Background: an optimization exercise with open tools, aiming at small area. Do not read the settings as production practice.
Function was checked by simulation only, so behaviour that the tests miss may differ from the original.
Power and IR drop assume default switching activity.

==> flow/design.v (outline; a module is shown in full before it is edited, if it fits) <==
// module ALU: 2478 lines
// module MIPS_ALU_top: 32 lines
module MIPS_ALU_top (
    input             clk,
    input      [31:0] dataA,
    input      [31:0] dataB,
    input      [3:0]  control,
    input      [4:0]  shmt,
    output reg [31:0] dataC,
    output reg        carry,
    output reg        zero,
    output reg        negative
);
  // ...
==> flow/run.sh <==
#!/bin/bash
# synth_recipe.tcl (not shown) runs the flow's synth.tcl, then flattens the netlist and writes it again
# the make line also repeats each setting of config.mk as NAME=value (left out here)
make -C /OpenROAD-flow-scripts/flow DESIGN_CONFIG=/design/flow/config.mk WORK_HOME=/design/flow/orfs CLKGATE_MAP_FILE= SYNTH_SCRIPT=/design/flow/synth_recipe.tcl finish
==> flow/config.mk <==
export PLATFORM = sky130hd
export DESIGN_NAME = MIPS_ALU_top
export DESIGN_NICKNAME = MIPS_ALU_top
export VERILOG_FILES = /design/flow/design.v
export SDC_FILE = /design/flow/constraint.sdc
export NUM_CORES = 4
export LEC_CHECK = 0
export ABC_AREA = 1
export CAP_MARGIN = 20
export CORE_MARGIN = 2
export CORE_UTILIZATION = 40
export CTS_BUF_LIST = sky130_fd_sc_hd__clkbuf_4 sky130_fd_sc_hd__clkbuf_8
export GPL_TIMING_DRIVEN = 0
export SETUP_SLACK_MARGIN = 0.2
export SLEW_MARGIN = 20
==> flow/constraint.sdc <==
create_clock -name core_clock -period 11.0 [get_ports {clk}]
set_input_delay 2.2000 -clock core_clock [delete_from_list [all_inputs] [get_ports {clk}]]
set_output_delay 2.2000 -clock core_clock [all_outputs]
set_load 0.01 [all_outputs]
==> summary.txt, run 1 <==
Hold path
  – Hold endpoint: negative
  – Hold Path Class: reg -> reg
  – Hold path cells: 0

Clocking
  – Root Buffer: clkbuf_8
  – Post CTS Setup Buffer Count: 3
  – Clock sinks: 69

Routing
  – # DRC: 0
  – WL per Instance: 34.4 microns
  – Met2 WL post-DR: 41,400 microns
  – Top sig layer: met5

Yosys
  – Seq/Total Area, Yosys: 8.19%
  – Largest family of logic cells by synthesized area: adder cells
  – Distinct cell type count after synthesis: 51
  – Top FF cell, synth: dfxtp_1
  – Syn Area/Cell: 7.45 sq um
  – Synthesis-stage register bit count: 69
  – Area leader, netlist: fa_1

Power and ir drop
  – Sw Share: 51.6%
  – Proportion of power drawn by the clock network: 8.7%
  – Top pwr grp: combinational logic
  – Pwr dens: 113 mW/mm^2
  – Leak: 7.22 nW
  – Register share of total power: 18.5%
  – Internal Power: 1.07 mW

Setup path
  – Worst path slowest cell: nor3_1
  – R2R cell count: 3
  – FF-to-FF End: zero
  – Worst Path Required: 11.22 ns
  – CP endpoint kind: register
  – CP Launch Type: input port
  – Family with the most delay on the worst path: adder cells
  – RR Startpoint: r_q[29]

STA
  – Period utilization: 98.2%
  – Final Hold Fails: 0
  – Clock Skews: 0.00333 ns

GRT
  – Initial antenna violation count: 4
  – Vias in the first global route: 19,100
  – First-pass GRT wire length: 141,000 microns
  – Largest net degree at the start of global routing: 11

Run status
  – Outcome: timing/DRC/antenna clean

Finish
  – FF+latch count: 69
  – Nonclk inv count: 295
  – Seq area share: 7.08%
  – Most common cell after layout, fill and taps aside: nand2_1

Placed design
  – Dpl ws: -1.57 ns
==> run 2: changes to the inputs <==
--- a/flow/design.v
+++ b/flow/design.v
@@ -219,154 +219,200 @@
     wire tg28 = dataB[28] & dataB[27];
     wire tp28 = dataB[28] ^ dataB[27];
     wire tg29 = dataB[29] & dataB[28];
     wire tp29 = dataB[29] ^ dataB[28];
     wire tg30 = dataB[30] & dataB[29];
     wire tp30 = dataB[30] ^ dataB[29];
     wire tg31 = dataB[31] & dataB[30];
     wire tp31 = dataB[31] ^ dataB[30];
-    wire Gt_u1_1 = tg2 | (tp2 & tg1);
-    wire Pt_u1_1 = tp2 & tp1;
-    wire Gt_u3_1 = tg4 | (tp4 & tg3);
-    wire Pt_u3_1 = tp4 & tp3;
-    wire Gt_u5_1 = tg6 | (tp6 & tg5);
-    wire Pt_u5_1 = tp6 & tp5;
-    wire Gt_u7_1 = tg8 | (tp8 & tg7);
-    wire Pt_u7_1 = tp8 & tp7;
-    wire Gt_u9_1 = tg10 | (tp10 & tg9);
-    wire Pt_u9_1 = tp10 & tp9;
-    wire Gt_u11_1 = tg12 | (tp12 & tg11);
-    wire Pt_u11_1 = tp12 & tp11;
-    wire Gt_u13_1 = tg14 | (tp14 & tg13);
-    wire Pt_u13_1 = tp14 & tp13;
-    wire Gt_u15_1 = tg16 | (tp16 & tg15);
-    wire Pt_u15_1 = tp16 & tp15;
-    wire Gt_u17_1 = tg18 | (tp18 & tg17);
-    wire Pt_u17_1 = tp18 & tp17;
-    wire Gt_u19_1 = tg20 | (tp20 & tg19);
-    wire Pt_u19_1 = tp20 & tp19;
-    wire Gt_u21_1 = tg22 | (tp22 & tg21);
-    wire Pt_u21_1 = tp22 & tp21;
-    wire Gt_u23_1 = tg24 | (tp24 & tg23);
-    wire Pt_u23_1 = tp24 & tp23;
-    wire Gt_u25_1 = tg26 | (tp26 & tg25);
-    wire Pt_u25_1 = tp26 & tp25;
-    wire Gt_u27_1 = tg28 | (tp28 & tg27);
-    wire Pt_u27_1 = tp28 & tp27;
-    wire Gt_u29_1 = tg30 | (tp30 & tg29);
-    wire Pt_u29_1 = tp30 & tp29;
-    wire Gt_u3_2 = Gt_u3_1 | (Pt_u3_1 & Gt_u1_1);
-    wire Pt_u3_2 = Pt_u3_1 & Pt_u1_1;
-    wire Gt_u7_2 = Gt_u7_1 | (Pt_u7_1 & Gt_u5_1);
-    wire Pt_u7_2 = Pt_u7_1 & Pt_u5_1;
-    wire Gt_u11_2 = Gt_u11_1 | (Pt_u11_1 & Gt_u9_1);
-    wire Pt_u11_2 = Pt_u11_1 & Pt_u9_1;
-    wire Gt_u15_2 = Gt_u15_1 | (Pt_u15_1 & Gt_u13_1);
-    wire Pt_u15_2 = Pt_u15_1 & Pt_u13_1;
-    wire Gt_u19_2 = Gt_u19_1 | (Pt_u19_1 & Gt_u17_1);
-    wire Pt_u19_2 = Pt_u19_1 & Pt_u17_1;
-    wire Gt_u23_2 = Gt_u23_1 | (Pt_u23_1 & Gt_u21_1);
-    wire Pt_u23_2 = Pt_u23_1 & Pt_u21_1;
-    wire Gt_u27_2 = Gt_u27_1 | (Pt_u27_1 & Gt_u25_1);
-    wire Pt_u27_2 = Pt_u27_1 & Pt_u25_1;
-    wire Gt_u7_4 = Gt_u7_2 | (Pt_u7_2 & Gt_u3_2);
-    wire Pt_u7_4 = Pt_u7_2 & Pt_u3_2;
-    wire Gt_u15_4 = Gt_u15_2 | (Pt_u15_2 & Gt_u11_2);
-    wire Pt_u15_4 = Pt_u15_2 & Pt_u11_2;
-    wire Gt_u23_4 = Gt_u23_2 | (Pt_u23_2 & Gt_u19_2);
-    wire Pt_u23_4 = Pt_u23_2 & Pt_u19_2;
-    wire Gt_u15_8 = Gt_u15_4 | (Pt_u15_4 & Gt_u7_4);
-    wire Pt_u15_8 = Pt_u15_4 & Pt_u7_4;
-    wire Gt_d2 = tg3 | (tp3 & Gt_u1_1);
-    wire Pt_d2 = tp3 & Pt_u1_1;
-    wire Gt_d4 = tg5 | (tp5 & Gt_u3_2);
-    wire Pt_d4 = tp5 & Pt_u3_2;
-    wire Gt_d5 = Gt_u5_1 | (Pt_u5_1 & Gt_u3_2);
-    wire Pt_d5 = Pt_u5_1 & Pt_u3_2;
-    wire Gt_d6 = tg7 | (tp7 & Gt_d5);
-    wire Pt_d6 = tp7 & Pt_d5;
-    wire Gt_d8 = tg9 | (tp9 & Gt_u7_4);
-    wire Pt_d8 = tp9 & Pt_u7_4;
-    wire Gt_d9 = Gt_u9_1 | (Pt_u9_1 & Gt_u7_4);
-    wire Pt_d9 = Pt_u9_1 & Pt_u7_4;
-    wire Gt_d10 = tg11 | (tp11 & Gt_d9);
-    wire Pt_d10 = tp11 & Pt_d9;
-    wire Gt_d11 = Gt_u11_2 | (Pt_u11_2 & Gt_u7_4);
-    wire Pt_d11 = Pt_u11_2 & Pt_u7_4;
-    wire Gt_d12 = tg13 | (tp13 & Gt_d11);
-    wire Pt_d12 = tp13 & Pt_d11;
-    wire Gt_d13 = Gt_u13_1 | (Pt_u13_1 & Gt_d11);
-    wire Pt_d13 = Pt_u13_1 & Pt_d11;
-    wire Gt_d14 = tg15 | (tp15 & Gt_d13);
-    wire Pt_d14 = tp15 & Pt_d13;
-    wire Gt_d16 = tg17 | (tp17 & Gt_u15_8);
-    wire Pt_d16 = tp17 & Pt_u15_8;
-    wire Gt_d17 = Gt_u17_1 | (Pt_u17_1 & Gt_u15_8);
-    wire Pt_d17 = Pt_u17_1 & Pt_u15_8;
-    wire Gt_d18 = tg19 | (tp19 & Gt_d17);
-    wire Pt_d18 = tp19 & Pt_d17;
-    wire Gt_d19 = Gt_u19_2 | (Pt_u19_2 & Gt_u15_8);
-    wire Pt_d19 = Pt_u19_2 & Pt_u15_8;
-    wire Gt_d20 = tg21 | (tp21 & Gt_d19);
-    wire Pt_d20 = tp21 & Pt_d19;
-    wire Gt_d21 = Gt_u21_1 | (Pt_u21_1 & Gt_d19);
-    wire Pt_d21 = Pt_u21_1 & Pt_d19;
-    wire Gt_d22 = tg23 | (tp23 & Gt_d21);
-    wire Pt_d22 = tp23 & Pt_d21;
-    wire Gt_d23 = Gt_u23_4 | (Pt_u23_4 & Gt_u15_8);
-    wire Pt_d23 = Pt_u23_4 & Pt_u15_8;
-    wire Gt_d24 = tg25 | (tp25 & Gt_d23);
-    wire Pt_d24 = tp25 & Pt_d23;
-    wire Gt_d25 = Gt_u25_1 | (Pt_u25_1 & Gt_d23);
-    wire Pt_d25 = Pt_u25_1 & Pt_d23;
-    wire Gt_d26 = tg27 | (tp27 & Gt_d25);
-    wire Pt_d26 = tp27 & Pt_d25;
-    wire Gt_d27 = Gt_u27_2 | (Pt_u27_2 & Gt_d23);
-    wire Pt_d27 = Pt_u27_2 & Pt_d23;
-    wire Gt_d28 = tg29 | (tp29 & Gt_d27);
-    wire Pt_d28 = tp29 & Pt_d27;
-    wire Gt_d29 = Gt_u29_1 | (Pt_u29_1 & Gt_d27);
-    wire Pt_d29 = Pt_u29_1 & Pt_d27;
-    wire Gt_d30 = tg31 | (tp31 & Gt_d29);
-    wire Pt_d30 = tp31 & Pt_d29;
+    wire Gt_s1_1 = tg2 | (tp2 & tg1);
+    wire Pt_s1_1 = tp2 & tp1;
+    wire Gt_s3_1 = tg4 | (tp4 & tg3);
+    wire Pt_s3_1 = tp4 & tp3;
+    wire Gt_s5_1 = tg6 | (tp6 & tg5);
+    wire Pt_s5_1 = tp6 & tp5;
+    wire Gt_s7_1 = tg8 | (tp8 & tg7);
+    wire Pt_s7_1 = tp8 & tp7;
+    wire Gt_s9_1 = tg10 | (tp10 & tg9);
+    wire Pt_s9_1 = tp10 & tp9;
+    wire Gt_s11_1 = tg12 | (tp12 & tg11);
+    wire Pt_s11_1 = tp12 & tp11;
+    wire Gt_s13_1 = tg14 | (tp14 & tg13);
+    wire Pt_s13_1 = tp14 & tp13;
+    wire Gt_s15_1 = tg16 | (tp16 & tg15);
+    wire Pt_s15_1 = tp16 & tp15;
+    wire Gt_s17_1 = tg18 | (tp18 & tg17);
+    wire Pt_s17_1 = tp18 & tp17;
+    wire Gt_s19_1 = tg20 | (tp20 & tg19);
+    wire Pt_s19_1 = tp20 & tp19;
+    wire Gt_s21_1 = tg22 | (tp22 & tg21);
+    wire Pt_s21_1 = tp22 & tp21;
+    wire Gt_s23_1 = tg24 | (tp24 & tg23);
+    wire Pt_s23_1 = tp24 & tp23;
+    wire Gt_s25_1 = tg26 | (tp26 & tg25);
+    wire Pt_s25_1 = tp26 & tp25;
+    wire Gt_s27_1 = tg28 | (tp28 & tg27);
+    wire Pt_s27_1 = tp28 & tp27;
+    wire Gt_s29_1 = tg30 | (tp30 & tg29);
+    wire Pt_s29_1 = tp30 & tp29;
+    wire Gt_s2_2 = tg3 | (tp3 & Gt_s1_1);
+    wire Pt_s2_2 = tp3 & Pt_s1_1;
+    wire Gt_s3_2 = Gt_s3_1 | (Pt_s3_1 & Gt_s1_1);
+    wire Pt_s3_2 = Pt_s3_1 & Pt_s1_1;
+    wire Gt_s6_2 = tg7 | (tp7 & Gt_s5_1);
+    wire Pt_s6_2 = tp7 & Pt_s5_1;
+    wire Gt_s7_2 = Gt_s7_1 | (Pt_s7_1 & Gt_s5_1);
+    wire Pt_s7_2 = Pt_s7_1 & Pt_s5_1;
+    wire Gt_s10_2 = tg11 | (tp11 & Gt_s9_1);
+    wire Pt_s10_2 = tp11 & Pt_s9_1;
+    wire Gt_s11_2 = Gt_s11_1 | (Pt_s11_1 & Gt_s9_1);
+    wire Pt_s11_2 = Pt_s11_1 & Pt_s9_1;
+    wire Gt_s14_2 = tg15 | (tp15 & Gt_s13_1);
+    wire Pt_s14_2 = tp15 & Pt_s13_1;
+    wire Gt_s15_2 = Gt_s15_1 | (Pt_s15_1 & Gt_s13_1);
+    wire Pt_s15_2 = Pt_s15_1 & Pt_s13_1;
+    wire Gt_s18_2 = tg19 | (tp19 & Gt_s17_1);
+    wire Pt_s18_2 = tp19 & Pt_s17_1;
+    wire Gt_s19_2 = Gt_s19_1 | (Pt_s19_1 & Gt_s17_1);
+    wire Pt_s19_2 = Pt_s19_1 & Pt_s17_1;
+    wire Gt_s22_2 = tg23 | (tp23 & Gt_s21_1);
+    wire Pt_s22_2 = tp23 & Pt_s21_1;
+    wire Gt_s23_2 = Gt_s23_1 | (Pt_s23_1 & Gt_s21_1);
+    wire Pt_s23_2 = Pt_s23_1 & Pt_s21_1;
+    wire Gt_s26_2 = tg27 | (tp27 & Gt_s25_1);
+    wire Pt_s26_2 = tp27 & Pt_s25_1;
+    wire Gt_s27_2 = Gt_s27_1 | (Pt_s27_1 & Gt_s25_1);
+    wire Pt_s27_2 = Pt_s27_1 & Pt_s25_1;
+    wire Gt_s30_2 = tg31 | (tp31 & Gt_s29_1);
+    wire Pt_s30_2 = tp31 & Pt_s29_1;
+    wire Gt_s4_4 = tg5 | (tp5 & Gt_s3_2);
+    wire Pt_s4_4 = tp5 & Pt_s3_2;
+    wire Gt_s5_4 = Gt_s5_1 | (Pt_s5_1 & Gt_s3_2);
+    wire Pt_s5_4 = Pt_s5_1 & Pt_s3_2;
+    wire Gt_s6_4 = Gt_s6_2 | (Pt_s6_2 & Gt_s3_2);
+    wire Pt_s6_4 = Pt_s6_2 & Pt_s3_2;
+    wire Gt_s7_4 = Gt_s7_2 | (Pt_s7_2 & Gt_s3_2);
+    wire Pt_s7_4 = Pt_s7_2 & Pt_s3_2;
+    wire Gt_s12_4 = tg13 | (tp13 & Gt_s11_2);
+    wire Pt_s12_4 = tp13 & Pt_s11_2;
+    wire Gt_s13_4 = Gt_s13_1 | (Pt_s13_1 & Gt_s11_2);
+    wire Pt_s13_4 = Pt_s13_1 & Pt_s11_2;
+    wire Gt_s14_4 = Gt_s14_2 | (Pt_s14_2 & Gt_s11_2);
+    wire Pt_s14_4 = Pt_s14_2 & Pt_s11_2;
+    wire Gt_s15_4 = Gt_s15_2 | (Pt_s15_2 & Gt_s11_2);
+    wire Pt_s15_4 = Pt_s15_2 & Pt_s11_2;
+    wire Gt_s20_4 = tg21 | (tp21 & Gt_s19_2);
+    wire Pt_s20_4 = tp21 & Pt_s19_2;
+    wire Gt_s21_4 = Gt_s21_1 | (Pt_s21_1 & Gt_s19_2);
+    wire Pt_s21_4 = Pt_s21_1 & Pt_s19_2;
+    wire Gt_s22_4 = Gt_s22_2 | (Pt_s22_2 & Gt_s19_2);
+    wire Pt_s22_4 = Pt_s22_2 & Pt_s19_2;
+    wire Gt_s23_4 = Gt_s23_2 | (Pt_s23_2 & Gt_s19_2);
+    wire Pt_s23_4 = Pt_s23_2 & Pt_s19_2;
+    wire Gt_s28_4 = tg29 | (tp29 & Gt_s27_2);
+    wire Pt_s28_4 = tp29 & Pt_s27_2;
+    wire Gt_s29_4 = Gt_s29_1 | (Pt_s29_1 & Gt_s27_2);
+    wire Pt_s29_4 = Pt_s29_1 & Pt_s27_2;
+    wire Gt_s30_4 = Gt_s30_2 | (Pt_s30_2 & Gt_s27_2);
+    wire Pt_s30_4 = Pt_s30_2 & Pt_s27_2;
+    wire Gt_s8_8 = tg9 | (tp9 & Gt_s7_4);
+    wire Pt_s8_8 = tp9 & Pt_s7_4;
+    wire Gt_s9_8 = Gt_s9_1 | (Pt_s9_1 & Gt_s7_4);
+    wire Pt_s9_8 = Pt_s9_1 & Pt_s7_4;
+    wire Gt_s10_8 = Gt_s10_2 | (Pt_s10_2 & Gt_s7_4);
+    wire Pt_s10_8 = Pt_s10_2 & Pt_s7_4;
+    wire Gt_s11_8 = Gt_s11_2 | (Pt_s11_2 & Gt_s7_4);
+    wire Pt_s11_8 = Pt_s11_2 & Pt_s7_4;
+    wire Gt_s12_8 = Gt_s12_4 | (Pt_s12_4 & Gt_s7_4);
+    wire Pt_s12_8 = Pt_s12_4 & Pt_s7_4;
+    wire Gt_s13_8 = Gt_s13_4 | (Pt_s13_4 & Gt_s7_4);
+    wire Pt_s13_8 = Pt_s13_4 & Pt_s7_4;
+    wire Gt_s14_8 = Gt_s14_4 | (Pt_s14_4 & Gt_s7_4);
+    wire Pt_s14_8 = Pt_s14_4 & Pt_s7_4;
+    wire Gt_s15_8 = Gt_s15_4 | (Pt_s15_4 & Gt_s7_4);
+    wire Pt_s15_8 = Pt_s15_4 & Pt_s7_4;
+    wire Gt_s24_8 = tg25 | (tp25 & Gt_s23_4);
+    wire Pt_s24_8 = tp25 & Pt_s23_4;
+    wire Gt_s25_8 = Gt_s25_1 | (Pt_s25_1 & Gt_s23_4);
+    wire Pt_s25_8 = Pt_s25_1 & Pt_s23_4;
+    wire Gt_s26_8 = Gt_s26_2 | (Pt_s26_2 & Gt_s23_4);
+    wire Pt_s26_8 = Pt_s26_2 & Pt_s23_4;
+    wire Gt_s27_8 = Gt_s27_2 | (Pt_s27_2 & Gt_s23_4);
+    wire Pt_s27_8 = Pt_s27_2 & Pt_s23_4;
+    wire Gt_s28_8 = Gt_s28_4 | (Pt_s28_4 & Gt_s23_4);
+    wire Pt_s28_8 = Pt_s28_4 & Pt_s23_4;
+    wire Gt_s29_8 = Gt_s29_4 | (Pt_s29_4 & Gt_s23_4);
+    wire Pt_s29_8 = Pt_s29_4 & Pt_s23_4;
+    wire Gt_s30_8 = Gt_s30_4 | (Pt_s30_4 & Gt_s23_4);
+    wire Pt_s30_8 = Pt_s30_4 & Pt_s23_4;
+    wire Gt_s16_16 = tg17 | (tp17 & Gt_s15_8);
+    wire Pt_s16_16 = tp17 & Pt_s15_8;
+    wire Gt_s17_16 = Gt_s17_1 | (Pt_s17_1 & Gt_s15_8);
+    wire Pt_s17_16 = Pt_s17_1 & Pt_s15_8;
+    wire Gt_s18_16 = Gt_s18_2 | (Pt_s18_2 & Gt_s15_8);
+    wire Pt_s18_16 = Pt_s18_2 & Pt_s15_8;
+    wire Gt_s19_16 = Gt_s19_2 | (Pt_s19_2 & Gt_s15_8);
+    wire Pt_s19_16 = Pt_s19_2 & Pt_s15_8;
+    wire Gt_s20_16 = Gt_s20_4 | (Pt_s20_4 & Gt_s15_8);
+    wire Pt_s20_16 = Pt_s20_4 & Pt_s15_8;
+    wire Gt_s21_16 = Gt_s21_4 | (Pt_s21_4 & Gt_s15_8);
+    wire Pt_s21_16 = Pt_s21_4 & Pt_s15_8;
+    wire Gt_s22_16 = Gt_s22_4 | (Pt_s22_4 & Gt_s15_8);
+    wire Pt_s22_16 = Pt_s22_4 & Pt_s15_8;
+    wire Gt_s23_16 = Gt_s23_4 | (Pt_s23_4 & Gt_s15_8);
+    wire Pt_s23_16 = Pt_s23_4 & Pt_s15_8;
+    wire Gt_s24_16 = Gt_s24_8 | (Pt_s24_8 & Gt_s15_8);
+    wire Pt_s24_16 = Pt_s24_8 & Pt_s15_8;
+    wire Gt_s25_16 = Gt_s25_8 | (Pt_s25_8 & Gt_s15_8);
+    wire Pt_s25_16 = Pt_s25_8 & Pt_s15_8;
+    wire Gt_s26_16 = Gt_s26_8 | (Pt_s26_8 & Gt_s15_8);
+    wire Pt_s26_16 = Pt_s26_8 & Pt_s15_8;
+    wire Gt_s27_16 = Gt_s27_8 | (Pt_s27_8 & Gt_s15_8);
+    wire Pt_s27_16 = Pt_s27_8 & Pt_s15_8;
+    wire Gt_s28_16 = Gt_s28_8 | (Pt_s28_8 & Gt_s15_8);
+    wire Pt_s28_16 = Pt_s28_8 & Pt_s15_8;
+    wire Gt_s29_16 = Gt_s29_8 | (Pt_s29_8 & Gt_s15_8);
+    wire Pt_s29_16 = Pt_s29_8 & Pt_s15_8;
+    wire Gt_s30_16 = Gt_s30_8 | (Pt_s30_8 & Gt_s15_8);
+    wire Pt_s30_16 = Pt_s30_8 & Pt_s15_8;
     wire [32:0] T;
     assign T[0] = dataB[0];
     assign T[1] = tp1;
     assign T[2] = tp2 ^ tg1;
-    assign T[3] = tp3 ^ Gt_u1_1;
-    assign T[4] = tp4 ^ Gt_d2;
-    assign T[5] = tp5 ^ Gt_u3_2;
-    assign T[6] = tp6 ^ Gt_d4;
-    assign T[7] = tp7 ^ Gt_d5;
-    assign T[8] = tp8 ^ Gt_d6;
-    assign T[9] = tp9 ^ Gt_u7_4;
-    assign T[10] = tp10 ^ Gt_d8;
-    assign T[11] = tp11 ^ Gt_d9;
-    assign T[12] = tp12 ^ Gt_d10;
-    assign T[13] = tp13 ^ Gt_d11;
-    assign T[14] = tp14 ^ Gt_d12;
-    assign T[15] = tp15 ^ Gt_d13;
-    assign T[16] = tp16 ^ Gt_d14;
-    assign T[17] = tp17 ^ Gt_u15_8;
-    assign T[18] = tp18 ^ Gt_d16;
-    assign T[19] = tp19 ^ Gt_d17;
-    assign T[20] = tp20 ^ Gt_d18;
-    assign T[21] = tp21 ^ Gt_d19;
-    assign T[22] = tp22 ^ Gt_d20;
-    assign T[23] = tp23 ^ Gt_d21;
-    assign T[24] = tp24 ^ Gt_d22;
-    assign T[25] = tp25 ^ Gt_d23;
-    assign T[26] = tp26 ^ Gt_d24;
-    assign T[27] = tp27 ^ Gt_d25;
-    assign T[28] = tp28 ^ Gt_d26;
-    assign T[29] = tp29 ^ Gt_d27;
-    assign T[30] = tp30 ^ Gt_d28;
-    assign T[31] = tp31 ^ Gt_d29;
-    assign T[32] = dataB[31] ^ Gt_d30;
+    assign T[3] = tp3 ^ Gt_s1_1;
+    assign T[4] = tp4 ^ Gt_s2_2;
+    assign T[5] = tp5 ^ Gt_s3_2;
+    assign T[6] = tp6 ^ Gt_s4_4;
+    assign T[7] = tp7 ^ Gt_s5_4;
+    assign T[8] = tp8 ^ Gt_s6_4;
+    assign T[9] = tp9 ^ Gt_s7_4;
+    assign T[10] = tp10 ^ Gt_s8_8;
+    assign T[11] = tp11 ^ Gt_s9_8;
+    assign T[12] = tp12 ^ Gt_s10_8;
+    assign T[13] = tp13 ^ Gt_s11_8;
+    assign T[14] = tp14 ^ Gt_s12_8;
+    assign T[15] = tp15 ^ Gt_s13_8;
+    assign T[16] = tp16 ^ Gt_s14_8;
+    assign T[17] = tp17 ^ Gt_s15_8;
+    assign T[18] = tp18 ^ Gt_s16_16;
+    assign T[19] = tp19 ^ Gt_s17_16;
+    assign T[20] = tp20 ^ Gt_s18_16;
+    assign T[21] = tp21 ^ Gt_s19_16;
+    assign T[22] = tp22 ^ Gt_s20_16;
+    assign T[23] = tp23 ^ Gt_s21_16;
+    assign T[24] = tp24 ^ Gt_s22_16;
+    assign T[25] = tp25 ^ Gt_s23_16;
+    assign T[26] = tp26 ^ Gt_s24_16;
+    assign T[27] = tp27 ^ Gt_s25_16;
+    assign T[28] = tp28 ^ Gt_s26_16;
+    assign T[29] = tp29 ^ Gt_s27_16;
+    assign T[30] = tp30 ^ Gt_s28_16;
+    assign T[31] = tp31 ^ Gt_s29_16;
+    assign T[32] = dataB[31] ^ Gt_s30_16;
     wire one0 = (op0 & ~dataA[1] & dataA[0]) | (oh_en & (amt == 5'd0));
     wire two0 = (op0 & dataA[1] & ~dataA[0]) | (oh_en & (amt == 5'd1));
     wire thr0 = op0 & dataA[1] & dataA[0];
     wire one1 = (op0 & ~dataA[3] & dataA[2]) | (oh_en & (amt == 5'd2));
     wire two1 = (op0 & dataA[3] & ~dataA[2]) | (oh_en & (amt == 5'd3));
     wire thr1 = op0 & dataA[3] & dataA[2];
     wire one2 = (op0 & ~dataA[5] & dataA[4]) | (oh_en & (amt == 5'd4));
     wire two2 = (op0 & dataA[5] & ~dataA[4]) | (oh_en & (amt == 5'd5));
==> run 2 against run 1 <==
Still clean on timing, DRC and antenna. Register-to-register slack got worse by 0.19 ns. Total power fell by 4.9%. Sequential cell count did not move. Sequential power barely moved. Hold slack improved by 0.0031 ns. Final area fell by 0.21%. Combinational power fell by 6%. Fmax rose by 0.91%. Critical path type unchanged. Largest cell class unchanged. Largest power group unchanged. Highest routed layer is now met4.
==> summary.txt, run 2 <==
GRT
  – Grt total ovfl: 0 (unchanged)
  – Vias in the first global route: 19,700 (was 19,100)
  – Initial antenna violation count: 1 (was 4)
  – Global Route Usage Sum: 44.6% (was 45.8%)
  – First-pass GRT wire length: 140,000 microns (was 141,000 microns)
  – Largest net degree at the start of global routing: 12 (was 11)

Setup path
  – Most used cell, CP: fa_1 (unchanged)
  – FF-to-FF End: zero (unchanged)
  – Crit path from: control[1] (was control[2])
  – CP Class: in -> reg (unchanged)
  – Worst setup path endpoint: r_q[30] (unchanged)
  – Setup slack, reg-to-reg: 9.64 ns (was 9.83 ns)
  – Worst-path fanout max: 10 (unchanged)
  – CP endpoint kind: register (unchanged)
  – Slowest stage delay, CP: 0.64 ns (was 1.00 ns)
  – RR Startpoint: r_q[1] (was r_q[29])
  – CP arrival: 10.92 ns (was 11.02 ns)
  – CP Launch Type: input port (unchanged)
  – Worst path slowest cell: clkbuf_1 (was nor3_1)
  – R2R cell count: 3 (unchanged)
  – Worst Path Required: 11.22 ns (about the same)

Die
  – Chip Height: 212 microns (was 209 microns)
  – Chip Width: 212 microns (was 209 microns)
  – Die area: 0.0449 sq mm (was 0.0438 sq mm)
  – Rows: 76 (was 75)
  – Starting density of the core: 40.3% (was 40.4%)
  – Core area: 0.0429 sq mm (was 0.0418 sq mm)
  – Top Ports: 109 (unchanged)

Finish
  – Layout cells sized above 1: 5.87% (was 8.83%)
  – P&R area growth vs syn: 12.6% (was 15.8%)
  – Multi-input logic area: 0.0143 sq mm (was 0.0144 sq mm)
  – Max reg flops: 33 (unchanged)
  – Storage element area: 0.00138 sq mm (unchanged)
  – Layout net count: 2,930 (was 2,806)
  – Most flop-heavy register: r_q (unchanged)
  – Commonest cells after routing, fill and taps aside: nand2_1, inv_1, a21oi_1 (was nand2_1, a21oi_1, inv_1)
  – Most common cell after layout, fill and taps aside: nand2_1 (unchanged)
  – # fillers: 4,401 (was 4,217)
  – Biggest registers after layout: r_q x33, dataC x32 (unchanged)

Power and ir drop
  – VDD IR max: 0.104 mV (was 0.0916 mV)
  – PnR Total Power: 2.09 mW (was 2.20 mW)
  – Pwr dens: 107 mW/mm^2 (was 113 mW/mm^2)
  – Leak: 7.44 nW (was 7.22 nW)

STA
  – WHS: 0.330 ns (was 0.327 ns)
  – Final setup violation count: 0 (unchanged)
  – Pins Over Slew Limit: 0 (unchanged)
  – Clock Skews: 0.00452 ns (was 0.00333 ns)
  – Tightest Pin Transition: 1.20 ns (was 1.29 ns)
  – Period utilization: 97.3% (was 98.2%)
  – Post-layout min period: 10.70 ns (was 10.80 ns)
  – Slew margin rel.: 19.1% (was 13.6%)
  – RSZ-0062 raised after global routing: false (was true)
  – Fmax: 93.5 MHz (was 92.6 MHz)
  – Final Hold Fails: 0 (unchanged)

Clocking
  – Cts hold-fix bufs: 0 (unchanged)
  – Clk latency of the worst-skew pair: 0.33 ns (about the same)
  – Reg clk slew, reported paths: 0.06 ns (about the same)
  – CTS H-tree lvls: 3 (unchanged)
  – CTS Buffer Depth: 2 (unchanged)
  – Cts bufs inserted: 9 (unchanged)
  – Root Buffer: clkbuf_8 (unchanged)
  – Clock sinks: 69 (unchanged)
  – TritonCTS clock tree: built (unchanged)

Yosys
  – Area leader, netlist: fa_1 (unchanged)
  – Synth Warn #: 1 (unchanged)
  – Top cells by count, synth: nand2_1, inv_1, a21oi_1 (was nand2_1, a21oi_1, fa_1)
  – Cell Area, Synth: 0.0173 sq mm (was 0.0169 sq mm)
  – Compound-Gate Fraction of Synth Area: 25.4% (was 26.5%)
  – Mux cell area share after synthesis: 0% (unchanged)
  – Simple-gate share of the synthesized area: 18.8% (was 15.8%)
  – Cells after Synth: 2,413 (was 2,262)
  – Top-count cell post-synth: nand2_1 (unchanged)
  – Synth top area share: 28.6% (was 30.6%)
  – Seq/Total Area, Yosys: 7.99% (was 8.19%)
  – Synthesis-stage register bit count: 69 (unchanged)
  – Distinct cell type count after synthesis: 50 (was 51)
  – Syn Nets: 2,810 (was 2,669)
  – Synth Area in Adders: 34.1% (was 36.2%)
  – Post-synth EDFFs: 0 (unchanged)
  – Top FF cell, synth: dfxtp_1 (unchanged)
  – Async SR Flop Fraction: 0% (unchanged)
  – Syn Area/Cell: 7.17 sq um (was 7.45 sq um)
  – Largest family of logic cells by synthesized area: adder cells (unchanged)
  – Top cells by area, synth: fa_1, nand2_1, a21oi_1 (was fa_1, o22ai_1, a21oi_1)
  – XOR/XNOR share of the synthesized area: 3.54% (was 3.64%)

Routing
  – # DRC: 0 (unchanged)
  – Post-Route WL: 101,000 microns (about the same)
  – Antenna viol nets, final: 0 (unchanged)
  – Routed vias: 20,300 (was 19,900)
  – Starting DRC count in detailed routing: 3,197 (was 2,961)
  – Vias/cell: 6.48 (was 6.75)
  – WL per Instance: 32.2 microns (was 34.4 microns)
  – DR pass1 iterations: 8 (was 11)

Placed design
  – GP Congestion: 1.07 (was 1.14)
  – Post-DP HPWL: 82,500 microns (was 83,600 microns)
  – PortBufs: 106 (was 105)

Hold path
  – Hold Path Class: reg -> reg (unchanged)

Flow run
  – Max cap viols: 0 (unchanged)

Run status
  – Outcome: timing/DRC/antenna clean (unchanged)
run 2: cell count changes after synthesis, moves of 9 or more:
cell,change
xnor2_1,+9
nand4_1,-9
inv_1,+44
fa_1,-11
nand2_1,+94
nor2_1,+34
o22ai_1,-18
xor2_1,-9
clkbuf_1,+12
a221oi_1,+21
run 2: routing by layer:
layer  vias up  wire, microns  global-route usage, %
li1       8447              -                      -
met1      9856          38300                   56.5
met2      1579          41700                   66.0
met3       380          13400                   14.8
met4         0           7240                   26.4
met5         -              0                      0
run 2: cells by family (layout without fill, tap and decap cells):
logic type      count (synthesis)  after routing
fa+ha+maj                     323            323
buf+inv                       462            587
simple gates                  748            748
other cells                     0              3
flops                          69             69
compound gates                741            741
xor+xnor                       70             70
run 2: worst min-delay path by stage:
stage,start,endpoint,slack (ns),depth (start not counted)
2_1_floorplan,negative_q,negative,0.31,0
4_1_cts,negative_q,negative,0.33,0
6_report,negative_q,negative,0.33,0
3_5_place_dp,negative_q,negative,0.32,0
5_1_grt,negative_q,negative,0.33,0
3_3_place_gp,negative_q,negative,0.31,0
run 2: per-stage QoR:
stage | instances | worst slack [ns] | cell area, sq um | setup TNS (ns) | util, %
after floorplan | 2413 | 1.77 | 17300 | 0 | -
after global placement | 3104 | -0.752 | 19100 | -9.11 | 44.5
after detailed placement | 3104 | -0.618 | 19100 | -6.43 | 44.6
after CTS | 3120 | 0.227 | 19300 | 0 | 45.0
after global routing | 3123 | 0.197 | 19500 | 0 | 45.4
final | 3126 | 0.300 | 19500 | 0 | 45.4
run 2: final cells by class:
cell class                      instances  area share (%)
Clock inverter                          3           0.103
Sequential cell                        69            7.09
Buffer                                130            2.91
Timing Repair Buffer                  109            5.58
Multi-Input combinational cell       1882            73.2
Clock buffer                           13           0.854
Tap cell                              585            3.76
Inverter                              332            6.46
Antenna cell                            3          0.0385
run 2: power breakdown:
group / internal [mW] / switching [mW]
clock: 0.0987 / 0.0842
sequential: 0.367 / 0.0387
combinational: 0.540 / 0.964
total: 1.01 / 1.09
run 2: worst max-delay path: cells and delay by family:
family | cells | cell delay (ns)
and+or+nand+nor | 8 | 1.20
adders and majority gates | 8 | 3.95
buffers and inverters | 9 | 2.21
AOI/OAI and AO/OA | 4 | 1.33
run 2: repair_timing:
item	in CTS	in global routing
resized for setup	12	69
endpoints found under the setup margin	15	20
pin swaps	0	0
buffers inserted	0	2
==> run 3: changes to the inputs <==
==> flow/flow/run.sh (new file) <==
#!/bin/bash
set -uo pipefail
W=$(pwd)
{ cat <<'EOT'
# synth_recipe.tcl with ABC's -script argument pointed at flow/abc.script
proc abc {args} {
  set i [lsearch -exact $args -script]
  if {$i >= 0} { lset args [expr {$i + 1}] @ABC@ }
  yosys abc {*}$args
}
EOT
cat synth_recipe.tcl; } | sed "s#@ABC@#$W/flow/abc.script#" > synth_abc.tcl
bash standard.sh SYNTH_SCRIPT=$W/synth_abc.tcl synth > synth.log 2>&1 || exit 1
bash standard.sh > layout.log 2>&1
==> flow/flow/abc.script (new file) <==
strash
&get -n
&st
&dch
&nf -R 1000
&put
topo
stime -c
buffer -c
upsize -c
dnsize -c
==> flow/standard.sh (new file) <==
#!/bin/bash
# synth_recipe.tcl (not shown) runs the flow's synth.tcl, then flattens the netlist and writes it again
# the make line also repeats each setting of config.mk as NAME=value (left out here)
make -C /OpenROAD-flow-scripts/flow DESIGN_CONFIG=/design/flow/config.mk WORK_HOME=/design/flow/orfs CLKGATE_MAP_FILE= SYNTH_SCRIPT=/design/flow/synth_recipe.tcl "${@:-finish}"
--- a/flow/config.mk
+++ b/flow/config.mk
@@ -8,4 +8,6 @@
 export ABC_AREA = 1
 export CAP_MARGIN = 20
+export CELL_PAD_IN_SITES_DETAIL_PLACEMENT = 1
+export CELL_PAD_IN_SITES_GLOBAL_PLACEMENT = 1
 export CORE_MARGIN = 2
 export CORE_UTILIZATION = 40
removed: flow/run.sh
==> run 3 against run 2 <==
Die area shrank 9.9%. Via count shrank 12%. Largest cell class unchanged. Setup slack gained 0.072 ns. First-iteration DRC count grew 36%. Sequential power grew 3%. Sequential cell count is the same.
==> summary.txt, run 3 <==
Die
  – Top Ports: 109 (unchanged)
  – Chip Height: 201 microns (was 212 microns)
  – Core area: 0.0386 sq mm (was 0.0429 sq mm)
  – Chip Width: 201 microns (was 212 microns)
  – Die area: 0.0405 sq mm (was 0.0449 sq mm)
  – Starting density of the core: 40.3% (about the same)
  – Rows: 72 (was 76)

Clocking
  – Reg clk slew, reported paths: 0.07 ns (was 0.06 ns)
  – Root Buffer: clkbuf_8 (unchanged)
  – Clk latency of the worst-skew pair: 0.37 ns (was 0.33 ns)
  – CTS Buffer Depth: 2 (unchanged)
  – CTS H-tree lvls: 3 (unchanged)
  – TritonCTS clock tree: built (unchanged)
  – Clock sinks: 69 (unchanged)
  – Cts bufs inserted: 9 (unchanged)

Finish
  – Biggest registers after layout: r_q x33, dataC x32 (unchanged)
  – Most flop-heavy register: r_q (unchanged)
  – Commonest cells after routing, fill and taps aside: a222oi_1, fa_1, inv_1 (was nand2_1, inv_1, a21oi_1)
  – Most common cell after layout, fill and taps aside: a222oi_1 (was nand2_1)
  – P&R area growth vs syn: 19.3% (was 12.6%)
  – Post-layout util: 48.1% (was 45.4%)
  – # fillers: 4,490 (was 4,401)
  – Layout net count: 2,248 (was 2,930)
  – Layout cells sized above 1: 13.8% (was 5.87%)
  – Max reg flops: 33 (unchanged)

STA
  – Clock Skews: 0.00987 ns (was 0.00452 ns)
  – Fmax: 94.1 MHz (was 93.5 MHz)
  – Pins Over Slew Limit: 0 (unchanged)
  – RSZ-0062 raised after global routing: false (unchanged)
  – Tightest Pin Transition: 1.33 ns (was 1.20 ns)
  – Final Hold Fails: 0 (unchanged)
  – Period utilization: 96.6% (was 97.3%)
  – Post-layout min period: 10.63 ns (was 10.70 ns)
  – Slew margin rel.: 10.6% (was 19.1%)
  – Final setup violation count: 0 (unchanged)

Setup path
  – Most used cell, CP: fa_1 (unchanged)
  – Worst-path fanout max: 10 (unchanged)
  – CP endpoint kind: register (unchanged)
  – Worst path slowest cell: o22ai_1 (was clkbuf_1)
  – CP arrival: 10.87 ns (was 10.92 ns)
  – R2R cell count: 3 (unchanged)
  – Worst Path Required: 11.24 ns (was 11.22 ns)
  – Setup slack, reg-to-reg: 9.59 ns (was 9.64 ns)
  – CP Class: in -> reg (unchanged)
  – Slowest stage delay, CP: 0.81 ns (was 0.64 ns)
  – CP Launch Type: input port (unchanged)

Yosys
  – Top cells by area, synth: fa_1, a222oi_1, dfxtp_1 (was fa_1, nand2_1, a21oi_1)
  – Synth Warn #: 1 (unchanged)
  – Distinct cell type count after synthesis: 65 (was 50)
  – Seq/Total Area, Yosys: 8.88% (was 7.99%)
  – Area leader, netlist: fa_1 (unchanged)
  – Top cells by count, synth: a222oi_1, fa_1, clkbuf_1 (was nand2_1, inv_1, a21oi_1)
  – Cell Area, Synth: 0.0156 sq mm (was 0.0173 sq mm)
  – Async SR Flop Fraction: 0% (unchanged)
  – Cells after Synth: 1,702 (was 2,413)
  – Synthesis-stage register bit count: 69 (unchanged)
  – Syn Area/Cell: 9.14 sq um (was 7.17 sq um)
  – Post-synth EDFFs: 0 (unchanged)
  – Synth top area share: 31.8% (was 28.6%)
  – Top FF cell, synth: dfxtp_1 (unchanged)
  – Top-count cell post-synth: a222oi_1 (was nand2_1)
  – Syn Nets: 2,099 (was 2,810)

Routing
  – Vias/cell: 7.49 (was 6.48)
  – Post-Route WL: 90,700 microns (was 101,000 microns)
  – WL per Instance: 38.2 microns (was 32.2 microns)
  – Antenna viol nets, final: 0 (unchanged)
  – DR pass1 iterations: 22 (was 8)
  – Starting DRC count in detailed routing: 4,348 (was 3,197)
  – # DRC: 0 (unchanged)
  – Routed vias: 17,800 (was 20,300)

GRT
  – Met2 GRT Util: 65.1% (was 66.0%)
  – GR Util met3: 13.6% (was 14.8%)
  – GRT busiest layer: met2 (unchanged)
  – First-pass GRT wire length: 128,000 microns (was 140,000 microns)
  – Grt total ovfl: 0 (unchanged)
  – Vias in the first global route: 17,400 (was 19,700)
  – GRT met1 Usage: 57.0% (was 56.5%)
  – Initial antenna violation count: 2 (was 1)
  – Global Route Usage Sum: 43.6% (was 44.6%)
  – Largest net degree at the start of global routing: 15 (was 12)

Flow run
  – Max cap viols: 0 (unchanged)

Run status
  – Outcome: timing/DRC/antenna clean (unchanged)

Power and ir drop
  – Pwr dens: 123 mW/mm^2 (was 107 mW/mm^2)
  – VDD IR max: 0.0739 mV (was 0.104 mV)
  – PnR Total Power: 2.28 mW (was 2.09 mW)
  – Leak: 6.28 nW (was 7.44 nW)

Placed design
  – Post-DP HPWL: 73,100 microns (was 82,500 microns)
  – GP Congestion: 1.10 (was 1.07)
  – PortBufs: 97 (was 106)

Hold path
  – Hold Path Class: reg -> reg (unchanged)
  – Hold path cells: 0 (unchanged)
-- run 3: cell type report --
cell class / instances / area [sq um] / area share [%]
inverter: 141 / 529 / 2.85
antenna: 3 / 7.51 / 0.0405
timing repair buffer: 138 / 1310 / 7.08
buffer: 177 / 893 / 4.81
sequential: 69 / 1380 / 7.44
tap: 518 / 648 / 3.49
multi-input combinational: 1315 / 13600 / 73.2
clock buffer: 9 / 124 / 0.668
clock inverter: 7 / 81.3 / 0.438
-- run 3: timing repair --
action                                  4_1_cts  5_1_grt
gates resized for setup                     175      129
pin swaps                                    19       40
cloned                                        1        0
buffers inserted                             10       30
endpoints found under the setup margin       28       20
hold buffers                                  0        0
-- run 3: cells by family (layout without fill, tap and decap cells) --
kind of cell               after synthesis  count (layout)  share of synthesized area [%]
AOI/OAI and AO/OA                      589             589                           30.5
xor gates and xnor gates               104             104                           5.99
adders and majority gates              323             323                           37.9
buffers and inverters                  318             472                           7.77
DFF                                     69              69                           8.88
and+or+nand+nor                        299             299                           8.94
other                                    0               3                              0
-- run 3: report_power, final --
part / switching, mW / total, mW / internal [mW]
Sequential: 0.0431 / 0.417 / 0.374
Combinational: 1.01 / 1.64 / 0.637
Clock: 0.108 / 0.215 / 0.107
-- run 3: worst max-delay path: cells and delay by family --
kind            cells  cell delay [ns]
compound gates      7             1.84
xor+xnor            1             0.16
simple gates        8             1.32
fa+ha+maj           8             3.75
buf+inv             5             1.55
-- run 3: worst paths after layout --
kind	from	endpoint
setup / recovery	dataA[26]	r_q[0]
hold / removal	negative_q	negative
setup reg to reg	r_q[1]	zero
hold reg to reg	negative_q	negative
-- run 3: per-stage QoR --
step / area (sq um) / setup TNS [ns] / instances / hold WS, ns / setup slack (ns)
after floorplan: 15600 / 0 / 1702 / 0.310 / 1.08
after global placement: 17200 / -31.53 / 2317 / 0.317 / -1.92
after detailed placement: 17200 / -34.05 / 2317 / 0.318 / -1.99
after CTS: 18100 / 0 / 2344 / 0.334 / 0.204
after global routing: 18500 / 0 / 2374 / 0.355 / 0.174
final: 18600 / 0 / 2377 / 0.334 / 0.372
-- run 3: layer usage --
| metal | vias to the layer above | part of all wire, % |
|---|---|---|
| met2 | 1584 | 41 |
| met5 | - | 0 |
| li1 | 6907 | - |
| met4 | 0 | 6.6 |
| met3 | 341 | 14 |
| met1 | 8961 | 38 |
==> run 4: changes to the inputs <==
==> flow/flow/abc.script (replaced) <==
strash
dch
map -a -B 0.9
topo
stime -c
buffer -c
upsize -c
dnsize -c
--- a/flow/config.mk
+++ b/flow/config.mk
@@ -8,6 +8,4 @@
 export ABC_AREA = 1
 export CAP_MARGIN = 20
-export CELL_PAD_IN_SITES_DETAIL_PLACEMENT = 1
-export CELL_PAD_IN_SITES_GLOBAL_PLACEMENT = 1
 export CORE_MARGIN = 2
 export CORE_UTILIZATION = 40
==> run 4 against run 3 <==
Via count rose by 5.5%. Total power fell by 9.0%. Clock skew shrank 0.0028 ns. Sequential power up 3%. Hold slack worse by 0.0017 ns. Global-route usage up 2.0 points. Non-clock buffer count down 68. Combinational power down about 10%. Clock-buffer cell count up 1. Critical path type unchanged. Register-to-register slack barely moved.
==> summary.txt, run 4 <==
Finish
  – Most common cell after layout, fill and taps aside: inv_1 (was a222oi_1)
  – Layout cells sized above 1: 9.36% (was 13.8%)
  – Final Non-Filler Cells: 2,787 (was 2,377)
  – Diodes inserted: 0 (was 3)
  – Commonest cells after routing, fill and taps aside: inv_1, fa_1, a21oi_1 (was a222oi_1, fa_1, inv_1)
  – Post-layout util: 46.8% (was 48.1%)
  – Layout net count: 2,647 (was 2,248)
  – Most flop-heavy register: r_q (unchanged)
  – Max reg flops: 33 (unchanged)
  – # fillers: 4,136 (was 4,490)
  – P&R area growth vs syn: 16.1% (was 19.3%)
  – Biggest registers after layout: r_q x33, dataC x32 (unchanged)

Routing
  – DR pass1 iterations: 7 (was 22)
  – # DRC: 0 (unchanged)
  – WL per Instance: 34.8 microns (was 38.2 microns)
  – Vias/cell: 6.73 (was 7.49)
  – Antenna viol nets, final: 0 (unchanged)
  – Routed vias: 18,800 (was 17,800)
  – Post-Route WL: 97,100 microns (was 90,700 microns)
  – Starting DRC count in detailed routing: 3,097 (was 4,348)

Clocking
  – Clock sinks: 69 (unchanged)
  – CTS Buffer Depth: 2 (unchanged)
  – Clk latency of the worst-skew pair: 0.33 ns (was 0.37 ns)
  – TritonCTS clock tree: built (unchanged)
  – Cts hold-fix bufs: 0 (unchanged)
  – Cts bufs inserted: 9 (unchanged)
  – CTS H-tree lvls: 3 (unchanged)
  – Reg clk slew, reported paths: 0.07 ns (about the same)
  – Root Buffer: clkbuf_8 (unchanged)

STA
  – Fmax: 93.0 MHz (was 94.1 MHz)
  – Pins Over Slew Limit: 0 (unchanged)
  – Clock Skews: 0.00707 ns (was 0.00987 ns)
  – Slew margin rel.: 19.6% (was 10.6%)
  – RSZ-0062 raised after global routing: true (was false)
  – Post-layout min period: 10.76 ns (was 10.63 ns)
  – Sum Neg Setup Slack: 0 ns (unchanged)
  – Final Hold Fails: 0 (unchanged)
  – Final setup violation count: 0 (unchanged)
  – Period utilization: 97.8% (was 96.6%)
  – Tightest Pin Transition: 1.19 ns (was 1.33 ns)
  – WHS: 0.333 ns (was 0.334 ns)

Yosys
  – Post-synth EDFFs: 0 (unchanged)
  – Top-count cell post-synth: inv_1 (was a222oi_1)
  – Synth top area share: 30.2% (was 31.8%)
  – Syn Area/Cell: 7.73 sq um (was 9.14 sq um)
  – Area leader, netlist: fa_1 (unchanged)
  – Seq/Total Area, Yosys: 8.45% (was 8.88%)
  – Top FF cell, synth: dfxtp_1 (unchanged)
  – Synth Warn #: 1 (unchanged)
  – Syn Nets: 2,512 (was 2,099)
  – Cells after Synth: 2,115 (was 1,702)
  – Top cells by area, synth: fa_1, dfxtp_1, a21oi_1 (was fa_1, a222oi_1, dfxtp_1)
  – Top cells by count, synth: inv_1, a21oi_1, fa_1 (was a222oi_1, fa_1, clkbuf_1)
  – Synthesis-stage register bit count: 69 (unchanged)
  – Distinct cell type count after synthesis: 58 (was 65)
  – Async SR Flop Fraction: 0% (unchanged)
  – Cell Area, Synth: 0.0164 sq mm (was 0.0156 sq mm)

Setup path
  – Worst Path Required: 11.22 ns (was 11.24 ns)
  – Worst path slowest cell: clkdlybuf4s50_1 (was o22ai_1)
  – WP buf/inv: 8 (was 5)
  – RR Startpoint: r_q[29] (was r_q[1])
  – CP Class: in -> reg (unchanged)
  – Most used cell, CP: fa_1 (unchanged)
  – CP Launch Type: input port (unchanged)
  – CP endpoint kind: register (unchanged)
  – Worst-path fanout max: 10 (unchanged)
  – R2R cell count: 3 (unchanged)
  – Family with the most delay on the worst path: adder cells (unchanged)
  – Slowest stage delay, CP: 0.75 ns (was 0.81 ns)
  – CP arrival: 10.97 ns (was 10.87 ns)
  – Setup slack, reg-to-reg: 9.58 ns (was 9.59 ns)
  – FF-to-FF End: zero (unchanged)

GRT
  – Grt total ovfl: 0 (unchanged)
  – Global Route Usage Sum: 45.6% (was 43.6%)
  – Largest net degree at the start of global routing: 13 (was 15)
  – Vias in the first global route: 17,900 (was 17,400)
  – First-pass GRT wire length: 135,000 microns (was 128,000 microns)
  – Initial antenna violation count: 2 (unchanged)

Hold path
  – Hold Path Origin: negative_q (unchanged)
  – Hold endpoint: negative (unchanged)
  – Hold Path Class: reg -> reg (unchanged)
  – Hold path cells: 0 (unchanged)

Die
  – Core area: 0.0406 sq mm (was 0.0386 sq mm)
  – Top Ports: 109 (unchanged)
  – Die area: 0.0425 sq mm (was 0.0405 sq mm)
  – Chip Height: 206 microns (was 201 microns)
  – Starting density of the core: 40.3% (about the same)
  – Chip Width: 206 microns (was 201 microns)
  – Rows: 74 (was 72)

Run status
  – Outcome: timing/DRC/antenna clean (unchanged)

Flow run
  – Max cap viols: 0 (unchanged)

Power and ir drop
  – Pwr dens: 109 mW/mm^2 (was 123 mW/mm^2)
  – VDD IR max: 0.0646 mV (was 0.0739 mV)
  – PnR Total Power: 2.07 mW (was 2.28 mW)
  – Leak: 7.04 nW (was 6.28 nW)

Placed design
  – GP Congestion: 1.10 (about the same)
  – Placed Cells incl. Taps: 2,753 (was 2,317)
  – Post-DP HPWL: 79,300 microns (was 73,100 microns)
  – PortBufs: 104 (was 97)
[run 4: metrics by stage]
step	instance area (sq um)	setup WS, ns
floorplan	16400	1.31
global placement	18100	-1.62
detailed placement	18100	-1.67
CTS	18600	0.201
global route	19000	0.190
finish	19000	0.243
[run 4: worst max-delay path by stage]
stage	start	end	cells after the start
floorplan	dataB[0]	r_q[30]	33
global placement	control[1]	r_q[0]	40
detailed placement	control[1]	r_q[30]	38
CTS	control[1]	r_q[30]	37
global route	dataB[0]	r_q[0]	47
finish	dataA[4]	r_q[30]	31
[run 4: timing repair]
action	in CTS	in global routing
buffers inserted	4	14
gates resized for setup	96	105
cloned	0	0
endpoints found under the setup margin	29	17
pin swaps	3	19
[run 4: cell families after synthesis]
kind of cell | Yosys count | synth area share [%]
buffers and inverters | 422 | 9.75
adder cells (fa/ha/maj) | 323 | 36.0
flip-flops | 69 | 8.45
XOR/XNOR | 99 | 5.35
AO/OA/AOI/OAI | 745 | 28.8
AND/OR/NAND/NOR | 457 | 11.6
[run 4: where the power goes]
part	switching, mW	leakage (nW)	internal, mW
combinational	0.916	6.38	0.551
clock	0.0908	0.0859	0.0838
sequential	0.0619	0.579	0.368
total	1.07	7.04	1.00
[run 4: area by class of cell]
| type | count | area, sq um | share of cell area, % |
|---|---|---|---|
| Clock inverter | 6 | 38.8 | 0.204 |
| Sequential cell | 69 | 1380 | 7.27 |
| Clock buffer | 10 | 131 | 0.692 |
| Multi-Input combinational cell | 1624 | 13800 | 72.6 |
| Buffer | 123 | 576 | 3.03 |
| Inverter | 299 | 1150 | 6.08 |
| Timing Repair Buffer | 124 | 1250 | 6.57 |
| Tap cell | 532 | 666 | 3.51 |
[run 4: per-layer routing]
| layer | global-route usage [%] | wire [microns] | up-vias |
|---|---|---|---|
| met5 | 1.79 | 126 | - |
| met4 | 22.0 | 5930 | 6 |
| met3 | 15.8 | 13700 | 354 |
| met2 | 68.9 | 41200 | 1598 |
| met1 | 57.9 | 36100 | 9127 |
| li1 | - | - | 7683 |
==> run 5: changes to the inputs <==
==> flow/flow/abc.script (replaced) <==
strash
&get -n
&st
&dch
&nf -R 1000
&put
topo
stime -c
buffer -c
upsize -c
dnsize -c
--- a/flow/config.mk
+++ b/flow/config.mk
@@ -9,5 +9,5 @@
 export CAP_MARGIN = 20
 export CORE_MARGIN = 2
-export CORE_UTILIZATION = 40
+export CORE_UTILIZATION = 33
 export CTS_BUF_LIST = sky130_fd_sc_hd__clkbuf_4 sky130_fd_sc_hd__clkbuf_8
 export GPL_TIMING_DRIVEN = 0
==> run 5 against run 4 <==
Synthesized cell count fell by 20%. Via count fell by 6.8%. Sequential power is 3% lower. Utilization is 6.7 points lower. Critical path depth down 2. Sequential share of layout area rose by 0.11 points. First-iteration DRC count rose by 22%. Register-to-register slack improved by 0.20 ns. Setup slack better by 0.22 ns. Largest power group unchanged. Highest routed layer unchanged.
==> summary.txt, run 5 <==
Run status
  – Outcome: timing/DRC/antenna clean (unchanged)

Finish
  – Layout net count: 2,246 (was 2,647)
  – Most flop-heavy register: r_q (unchanged)
  – Layout cells sized above 1: 14.0% (was 9.36%)
  – Commonest cells after routing, fill and taps aside: a222oi_1, fa_1, inv_1 (was inv_1, fa_1, a21oi_1)
  – Biggest registers after layout: r_q x33, dataC x32 (unchanged)
  – Final Non-Filler Cells: 2,461 (was 2,787)
  – Final Cell Area: 0.0187 sq mm (was 0.0190 sq mm)
  – Most common cell after layout, fill and taps aside: a222oi_1 (was inv_1)
  – Max reg flops: 33 (unchanged)
  – Post-layout util: 40.2% (was 46.8%)
  – # fillers: 4,659 (was 4,136)
  – P&R area growth vs syn: 20.2% (was 16.1%)

Yosys
  – Cell Area, Synth: 0.0156 sq mm (was 0.0164 sq mm)
  – Synth top area share: 31.8% (was 30.2%)
  – Top FF cell, synth: dfxtp_1 (unchanged)
  – Top cells by count, synth: a222oi_1, fa_1, clkbuf_1 (was inv_1, a21oi_1, fa_1)
  – Top cells by area, synth: fa_1, a222oi_1, dfxtp_1 (was fa_1, dfxtp_1, a21oi_1)
  – Synthesis-stage register bit count: 69 (unchanged)
  – Cells after Synth: 1,702 (was 2,115)
  – Syn Nets: 2,099 (was 2,512)
  – Top-count cell post-synth: a222oi_1 (was inv_1)
  – Synth Warn #: 1 (unchanged)
  – Seq/Total Area, Yosys: 8.88% (was 8.45%)
  – Post-synth EDFFs: 0 (unchanged)
  – Distinct cell type count after synthesis: 65 (was 58)
  – Area leader, netlist: fa_1 (unchanged)
  – Syn Area/Cell: 9.14 sq um (was 7.73 sq um)
  – Async SR Flop Fraction: 0% (unchanged)

STA
  – Post-layout min period: 10.54 ns (was 10.76 ns)
  – Clock Skews: 0.00589 ns (was 0.00707 ns)
  – Pins Over Slew Limit: 0 (unchanged)
  – Period utilization: 95.8% (was 97.8%)
  – Tightest Pin Transition: 1.22 ns (was 1.19 ns)
  – RSZ-0062 raised after global routing: false (was true)
  – Final Hold Fails: 0 (unchanged)
  – Slew margin rel.: 18.6% (was 19.6%)
  – Final setup violation count: 0 (unchanged)
  – Fmax: 94.9 MHz (was 93.0 MHz)

Die
  – Core area: 0.0466 sq mm (was 0.0406 sq mm)
  – Top Ports: 109 (unchanged)
  – Rows: 79 (was 74)
  – Chip Width: 221 microns (was 206 microns)
  – Starting density of the core: 33.4% (was 40.3%)
  – Die area: 0.0489 sq mm (was 0.0425 sq mm)
  – Chip Height: 221 microns (was 206 microns)

Clocking
  – CTS Buffer Depth: 2 (unchanged)
  – Clk latency of the worst-skew pair: 0.33 ns (about the same)
  – CTS H-tree lvls: 3 (unchanged)
  – Root Buffer: clkbuf_8 (unchanged)
  – Cts hold-fix bufs: 0 (unchanged)
  – Cts bufs inserted: 9 (unchanged)
  – Clock sinks: 69 (unchanged)
  – Reg clk slew, reported paths: 0.07 ns (about the same)
  – TritonCTS clock tree: built (unchanged)

Routing
  – Post-Route WL: 93,300 microns (was 97,100 microns)
  – Starting DRC count in detailed routing: 3,787 (was 3,097)
  – Vias/cell: 7.11 (was 6.73)
  – # DRC: 0 (unchanged)
  – WL per Instance: 37.9 microns (was 34.8 microns)
  – DR pass1 iterations: 13 (was 7)
  – Antenna viol nets, final: 0 (unchanged)
  – Routed vias: 17,500 (was 18,800)

Power and ir drop
  – Pwr dens: 121 mW/mm^2 (was 109 mW/mm^2)
  – PnR Total Power: 2.26 mW (was 2.07 mW)
  – Register share of total power: 18.5% (was 20.8%)
  – NetSw: 1.11 mW (was 1.07 mW)
  – VDD IR max: 0.178 mV (was 0.0646 mV)
  – Leak: 6.27 nW (was 7.04 nW)
  – Internal Power: 1.15 mW (was 1.00 mW)
  – Comb pwr share: 72.1% (was 70.8%)
  – Sw Share: 49.0% (was 51.6%)
  – Proportion of power drawn by the clock network: 9.4% (was 8.4%)

GRT
  – Global Route Usage Sum: 36.9% (was 45.6%)
  – First-pass GRT wire length: 130,000 microns (was 135,000 microns)
  – Initial antenna violation count: 2 (unchanged)
  – Vias in the first global route: 17,100 (was 17,900)
  – Largest net degree at the start of global routing: 13 (unchanged)
  – Grt total ovfl: 0 (unchanged)

Setup path
  – WP buf/inv: 4 (was 8)
  – Worst path slowest cell: clkdlybuf4s50_1 (unchanged)
  – Family with the most delay on the worst path: adder cells (unchanged)
  – R2R cell count: 3 (unchanged)
  – CP Launch Type: input port (unchanged)
  – CP arrival: 10.76 ns (was 10.97 ns)
  – CP Class: in -> reg (unchanged)
  – Cell depth of the worst setup path: 29 (was 31)
  – Worst-path fanout max: 10 (unchanged)
  – Slowest stage delay, CP: 0.63 ns (was 0.75 ns)
  – Most used cell, CP: fa_1 (unchanged)
  – CP endpoint kind: register (unchanged)
  – Worst Path Required: 11.22 ns (about the same)

Placed design
  – PortBufs: 97 (was 104)
  – GP Congestion: 1.03 (was 1.10)
  – Post-DP HPWL: 75,200 microns (was 79,300 microns)
  – Cell Area, Placed: 0.0174 sq mm (was 0.0181 sq mm)
  – Placed Cells incl. Taps: 2,408 (was 2,753)

Hold path
  – Hold Path Class: reg -> reg (unchanged)
  – Hold path cells: 0 (unchanged)

Flow run
  – Max cap viols: 0 (unchanged)
[run 5: layout make-up]
class                           count  area (sq um)  area share, %
Multi-Input combinational cell   1315         13600           72.9
Buffer                            177           860           4.60
Antenna cell                        1          2.50         0.0134
Clock inverter                      6          87.6          0.469
Tap cell                          607           759           4.06
Inverter                          141           529           2.83
Timing Repair Buffer              136          1320           7.06
Clock buffer                        9           124          0.663
Sequential cell                    69          1380           7.39
[run 5: logic make-up after synthesis]
family                     Yosys count  share of synthesized area, %
AOI/OAI and AO/OA                  589                          30.5
buffers and inverters              318                          7.77
adders and majority gates          323                          37.9
DFF                                 69                          8.88
and+or+nand+nor                    299                          8.94
xor gates and xnor gates           104                          5.99
[run 5: power by group through the flow]
stage	logic, mW	clock network (mW)	registers [mW]
after detailed placement	1.48	0	0.425
after floorplan	0.872	0	0.445
after global placement	1.46	0	0.419
final	1.63	0.213	0.418
after global routing	1.75	0.226	0.432
after CTS	1.52	0.217	0.420
[run 5: through the flow]
stage / TNS (ns) / setup slack (ns) / hold WS [ns]
floorplan: 0 / 1.08 / 0.310
global placement: -30.28 / -1.83 / 0.321
detailed placement: -28.07 / -1.76 / 0.315
CTS: 0 / 0.200 / 0.338
global route: 0 / 0.174 / 0.353
finish: 0 / 0.459 / 0.334
[run 5: per-layer routing]
metal	up-vias	wire length [microns]	part of all wire (%)	track usage, %
met5	-	63	0.067	0.880
met3	289	12600	14	11.5
met2	1464	39400	42	55.9
li1	6892	-	-	-
met1	8843	36000	39	48.1
met4	2	5220	5.6	16.3
[run 5: timing repair]
action                                  in CTS  in global routing
buffers inserted                            17                 20
endpoints found under the setup margin      25                 19
pin swaps                                   15                 57
gates resized for setup                    142                148
[run 5: worst paths after layout]
check | start | end | slack (ns)
max reg2reg | r_q[1] | zero | 9.78
min reg2reg | negative_q | negative | 0.33
max | dataA[25] | r_q[0] | 0.46
min | negative_q | negative | 0.33

-- what the ideal ports hide --
The results above use ideal ports. As a check the final layouts listed here were re-extracted and re-timed, cells and wires unchanged. Step 1 sets driving cells, clkbuf_16 on the clock port and buf_2 on the other inputs (assumed; they add their load-dependent delay and slew). Step 2 adds t to the input delays and takes it off the output delays; t is the mean of the earliest and latest rising clock arrival at the registers after step 1. Input paths then give back, and output paths get back, about the clock's delay inside the block. Three values: ideal, step 1, step 2; two values: the first two.
run	shift t [ns]	setup slack, ns	hold WS [ns]	worst data-port slew with drivers (ns)
run 1	0.364	0.202 / 0.209 / -0.155	0.327 / 0.327 / 0.327	0.04
run 2	0.359	0.300 / 0.304 / -0.056	0.330 / 0.330 / 0.330	0.05
run 3	0.403	0.372 / 0.390 / -0.014	0.334 / 0.334 / 0.334	0.04
run 4	0.352	0.243 / 0.244 / -0.109	0.333 / 0.333 / 0.333	0.06
run 5	0.359	0.459 / 0.461 / 0.102	0.334 / 0.334 / 0.334	0.05
Met with ideal ports but missed after step 2: setup timing in run 1, run 2, run 3 and run 4. For run 3, which loses most, drivers alone change the setup slack by +0.018 ns; drivers and shift together by -0.386 ns.
